What follows belongs to an exercise in optimizing a design on an open flow for small area, a short achievable clock period and few clock cycles per item; a production flow would make more cautious choices. RTL that was checked went through simulation tests only; none was proved equivalent to the original.

Setup of run A:
Design fir_1, start of the top module:
module fir_1(
    input clk,
    input reset_p,
    input [15:0]x,
    input act,
    output reg [15:0]y,
    output ready
    );
    assign ready = 1'b1;
    reg [15:0] h0, h1, h2, h3, h4, h5, h6, h7, h8;
    reg [16:0] p2, p3, p4;
    reg [31:0] rs, rc, qs, qc;
    wire i1;
    wire s2;
    wire c3;
    wire i4;
    wire s5;
    wire c6;
    wire i7;
    wire s8;
    wire c9;
    wire s10;
    wire c11;
    wire s12;
    wire c13;
    wire i14;
    wire s15;
    wire c16;
    wire i17;
    wire s18;
    wire c19;
    wire s20;
    wire c21;
    wire s22;
    wire c23;
    wire i24;
    wire s25;
    wire c26;
    wire s27;
    wire c28;
    wire s29;
    wire c30;
    wire i31;
    wire s32;
    wire c33;
    wire s34;
    wire c35;
    wire s36;
    wire c37;
    wire s38;
    wire c39;
    wire s40;
    wire c41;
    wire s42;
    wire c43;
    wire s44;
    wire c45;
    wire i46;
    wire s47;
    wire c48;
    wire s49;
    wire c50;
    wire s51;
    wire c52;
  ...
Settings: LEC_CHECK=0, ABC_AREA=1, CAP_MARGIN=20, CORE_MARGIN=2, CORE_UTILIZATION=40, CTS_BUF_LIST=sky130_fd_sc_hd__clkbuf_16, CTS_CLUSTER_DIAMETER=150, CTS_CLUSTER_SIZE=20, SLEW_MARGIN=20, SYNTH_HIERARCHICAL=1, SYNTH_MINIMUM_KEEP_SIZE=0; clock period 10.0 ns.
standard.sh (not shown) runs the stock make flow with config.mk's settings and CLKGATE_MAP_FILE= SYNTH_SCRIPT=/design/flow/synth_recipe.tcl, a recipe that flattens the netlist after the stock synthesis.
==> flow/flow/run.sh <==
#!/bin/bash
set -euo pipefail
bash standard.sh SETUP_SLACK_MARGIN=6.4 finish > standard.log 2>&1
diff inputs: run A => run B
Settings: SETUP_SLACK_MARGIN newly set to 5.
==> flow/run.sh (new file) <==
#!/bin/bash
# synth_recipe.tcl (not shown) runs the flow's synth.tcl, then flattens the netlist and writes it again
# the make line also repeats each setting of config.mk as NAME=value (left out here)
make -C /OpenROAD-flow-scripts/flow DESIGN_CONFIG=/design/flow/config.mk WORK_HOME=/design/flow/orfs CLKGATE_MAP_FILE= SYNTH_SCRIPT=/design/flow/synth_recipe.tcl finish
removed: flow/flow/run.sh
removed: flow/standard.sh
==> results.txt <==
Endpoint required time on the critical path (higher): run A
For wire length reported by the detailed router, dividing the value from run A by the value from run B gives 1.06.
Core util | run B vs run A | run B lower
First-pass iteration count of the detailed router was higher in the run labelled run B.
Re non-clock buffer count: run B is 74% down on run A.
Relative to run A, count of cells along the worst register-to-register path has decreased by 2 in run B.
Multi-input logic cell count essentially unchanged between run A and run B.
Summary of run B over run A: post-route minimum period increased 0.55 ns, post-layout worst setup margin saw a decrease, fraction of area in multi-input gates rose 1.7 points.
Inputs modified between run B and run C:
Settings: removing SETUP_SLACK_MARGIN (formerly 5).
==> flow/flow/run.sh (new file) <==
#!/bin/bash
set -euo pipefail
bash standard.sh SETUP_SLACK_MARGIN=6.0 finish > standard.log 2>&1
==> flow/standard.sh (new file) <==
#!/bin/bash
# synth_recipe.tcl (not shown) runs the flow's synth.tcl, then flattens the netlist and writes it again
# the make line also repeats each setting of config.mk as NAME=value (left out here)
make -C /OpenROAD-flow-scripts/flow DESIGN_CONFIG=/design/flow/config.mk WORK_HOME=/design/flow/orfs CLKGATE_MAP_FILE= SYNTH_SCRIPT=/design/flow/synth_recipe.tcl "${@:-finish}"
removed: flow/run.sh
Taking run B as the reference, in run C worst slack on hold paths held steady; buffering overhead increased by 4.5 points relative to the old numbers; worst setup slack has increased; layout buffer count excluding clock buffers rose 143.
On design area, the higher figure sits with run C, not run B.
Diff run B..run C | instance count along the most critical hold path | unchanged
Modified inputs, run D compared to run C
==> flow/flow/run.sh <==
#!/bin/bash
set -euo pipefail
bash standard.sh SETUP_SLACK_MARGIN=5.6 finish > standard.log 2>&1
Route | run D vs run C | wire shorter in run D
Run D ended with less non-filler instance count after layout than run C.
No functional check of the RTL was part of any run of this note.

---

fir_1, a different RTL version from the one above (not shown whole).
For scale: about 1,800 cells after synthesis, ~280 flip-flops, ~23,000 sq um of cells after synthesis.
==> flow/design.v (excerpt) <==
module fir_1(
    input clk,
    input reset_p,
    input [15:0]x,
    input act,
    output reg [15:0]y,
    output ready
    );
    assign ready = 1'b1;
    reg [15:0] h0, h1, h2, h3, h4, h5, h6, h7, h8;
    reg [16:0] p1, p2, p3, p4;
    reg [31:0] rs, rc;
    wire i1;
    wire s2;
    wire c3;
    wire i4;
    wire s5;
    wire c6;
    wire i7;
    wire s8;
    wire c9;
    wire s10;
    wire c11;
    wire s12;
    wire c13;
    wire s14;
    wire c15;
    wire i16;
    wire s17;
    wire c18;
    wire s19;
    wire c20;
    wire s21;
    wire c22;
    wire s23;
    wire c24;
    wire i25;
    wire s26;
    wire c27;
    wire i28;
    wire s29;
    wire c30;
    wire s31;
    wire c32;
    wire s33;
    wire c34;
    wire s35;
    wire c36;
    wire s37;
    wire c38;
    wire s39;
    wire c40;
    wire s41;
    wire c42;
    wire s43;
    wire c44;
    wire s45;
    wire c46;
    wire s47;
    wire c48;
    wire s49;
    wire c50;
    wire s51;
    wire c52;
    wire s53;
    wire c54;
    wire i55;
    wire s56;
    wire c57;
    wire s58;
    wire c59;
    wire s60;
    wire c61;
    wire s62;
    wire c63;
    wire s64;
    wire c65;
    wire s66;
    wire c67;
    wire s68;
    wire c69;
    wire i70;
    wire s71;
    wire c72;
    wire s73;
  ...
export LEC_CHECK = 0
export CAP_MARGIN = 20
export CORE_MARGIN = 2
export CORE_UTILIZATION = 40
export SETUP_SLACK_MARGIN = 5
export SLEW_MARGIN = 20
export SYNTH_HIERARCHICAL = 1
export SYNTH_MINIMUM_KEEP_SIZE = 0
create_clock -name core_clock -period 10.0 [get_ports {clk}]
run.sh (not shown) runs the stock make flow with config.mk's settings and CLKGATE_MAP_FILE= SYNTH_SCRIPT=/design/flow/synth_recipe.tcl, a recipe that flattens the netlist after the stock synthesis.
Stock flow here: none of the scripts above is used.
The baseline produced a clean layout.
Testbench counts at the start, summed over its fixed seeds: cycles 3,200, items 3,200.
Then changed:
==> flow/flow/run.sh (new file) <==
#!/bin/bash
set -euo pipefail
bash standard.sh SETUP_SLACK_MARGIN=6.5 finish > standard.log 2>&1
==> flow/standard.sh (new file) <==
#!/bin/bash
# synth_recipe.tcl (not shown) runs the flow's synth.tcl, then flattens the netlist and writes it again
# the make line also repeats each setting of config.mk as NAME=value (left out here)
make -C /OpenROAD-flow-scripts/flow DESIGN_CONFIG=/design/flow/config.mk WORK_HOME=/design/flow/orfs CLKGATE_MAP_FILE= SYNTH_SCRIPT=/design/flow/synth_recipe.tcl "${@:-finish}"
ABC_AREA = 1   (was default)
SETUP_SLACK_MARGIN = default   (was 5)
removed: flow/run.sh
- routed wire length rose by 22%
- global-route usage increases by 2.9 points
- area after synthesis went up by 5.9%
- register-to-register slack improves by 0.39 ns
- sequential share of layout area fell by 2.5 points
- utilization increases by 2.8 points
- critical path depth grows by 1
- die area came out higher by 5.8%
Then changed:
==> flow/run.sh (new file) <==
#!/bin/bash
# synth_recipe.tcl (not shown) runs the flow's synth.tcl, then flattens the netlist and writes it again
# the make line also repeats each setting of config.mk as NAME=value (left out here)
make -C /OpenROAD-flow-scripts/flow DESIGN_CONFIG=/design/flow/config.mk WORK_HOME=/design/flow/orfs CLKGATE_MAP_FILE= SYNTH_SCRIPT=/design/flow/synth_recipe.tcl finish
ABC_AREA = default   (was 1)
CORE_UTILIZATION = 55   (was 40)
SETUP_SLACK_MARGIN = 5   (was default)
removed: flow/flow/run.sh
removed: flow/standard.sh
Outcome: Routed wire length drops by 18%; non-clock buffer count fell by 88; synthesized area drops by 5.6%; core utilization is higher by 14 points.
Then changed:
ABC_AREA = 1   (was default)
CORE_UTILIZATION = 40   (was 55)
What happened: Die area is higher by 45%; via count climbs by 27%; core utilization shrinks by 17 points; clock-buffer cell count increases by 1; synthesized area rises by 5.9%; worst setup slack gains 0.44 ns; critical path depth increases by 2; routed wire length came out higher by 16%.
Then changed:
ABC_AREA = default   (was 1)
CTS_BUF_LIST = sky130_fd_sc_hd__clkbuf_4 sky130_fd_sc_hd__clkbuf_8   (was default)
Outcome: Via count fell by about a fifth. Count of clock-buffer cells in the layout is higher by 27. Maximum frequency came out lower by a little under a tenth. Routed wire length is lower by roughly a tenth. Flip-flop and latch count does not change. Design area is lower by a few percent. Clock skew rises by 0.018 ns.
Then changed:
ABC_AREA = 1   (was default)
CORE_UTILIZATION = 55   (was 40)
CTS_BUF_LIST = default   (was sky130_fd_sc_hd__clkbuf_4 sky130_fd_sc_hd__clkbuf_8)
Sequential cell count is unchanged. Hold slack barely changes. Routed wire length came out higher by 18%. Area after synthesis rises by 5.9%. Via count rose by 27%. Critical path depth is unchanged. Utilization increases by 16 points. Design area climbs by 3.6%.

what the ideal ports hide:
In the flow no input, the clock included, has a driving cell. The finished layouts below were timed again as built, in two steps. Step 1, drivers: a clkbuf_16 drives clk and a buf_2 each remaining input, both assumed. Step 2, shift: input delay + t, output delay - t, t = (earliest + latest rising clock arrival at the registers) / 2. This alone moves slack from input paths to output paths. a / b / c = ideal ports / drivers / drivers and shift; a / b = the first two.
| run | shift t [ns] | slack for setup (ns) | worst setup path after step 2 | worst data-port slew with drivers (ns) |
|---|---|---|---|---|
| run A | 0.605 | 5.627 / 5.627 / 5.297 | input to register | 0.08 |
| run B | 0.611 | 5.074 / 5.070 / 4.459 | input to register | 0.06 |
| run C | 0.609 | 5.616 / 5.616 / 5.271 | input to register | 0.06 |
| run D | 0.605 | 5.610 / 5.610 / 5.090 | input to register | 0.06 |
| the first run of note 2 | 0.657 | 4.787 / 4.787 / 4.183 | input to register | 0.05 |
| the second run of note 2 | 0.612 | 5.133 / 5.129 / 4.517 | input to register | 0.06 |
| the third run of note 2 | 0.590 | 4.737 / 4.764 / 4.182 | input to register | 0.05 |
| the fourth run of note 2 | 0.607 | 5.180 / 5.209 / 4.614 | input to register | 0.06 |
| the fifth run of note 2 | 0.695 | 4.758 / 4.758 / 4.095 | input to register | 0.06 |
| the sixth run of note 2 | 0.611 | 5.126 / 5.153 / 4.552 | input to register | 0.03 |
After both steps setup and hold are still met in every run listed. For the fifth run of note 2, which loses most, drivers alone change the setup slack by 0.000 ns; drivers and shift together by -0.663 ns.
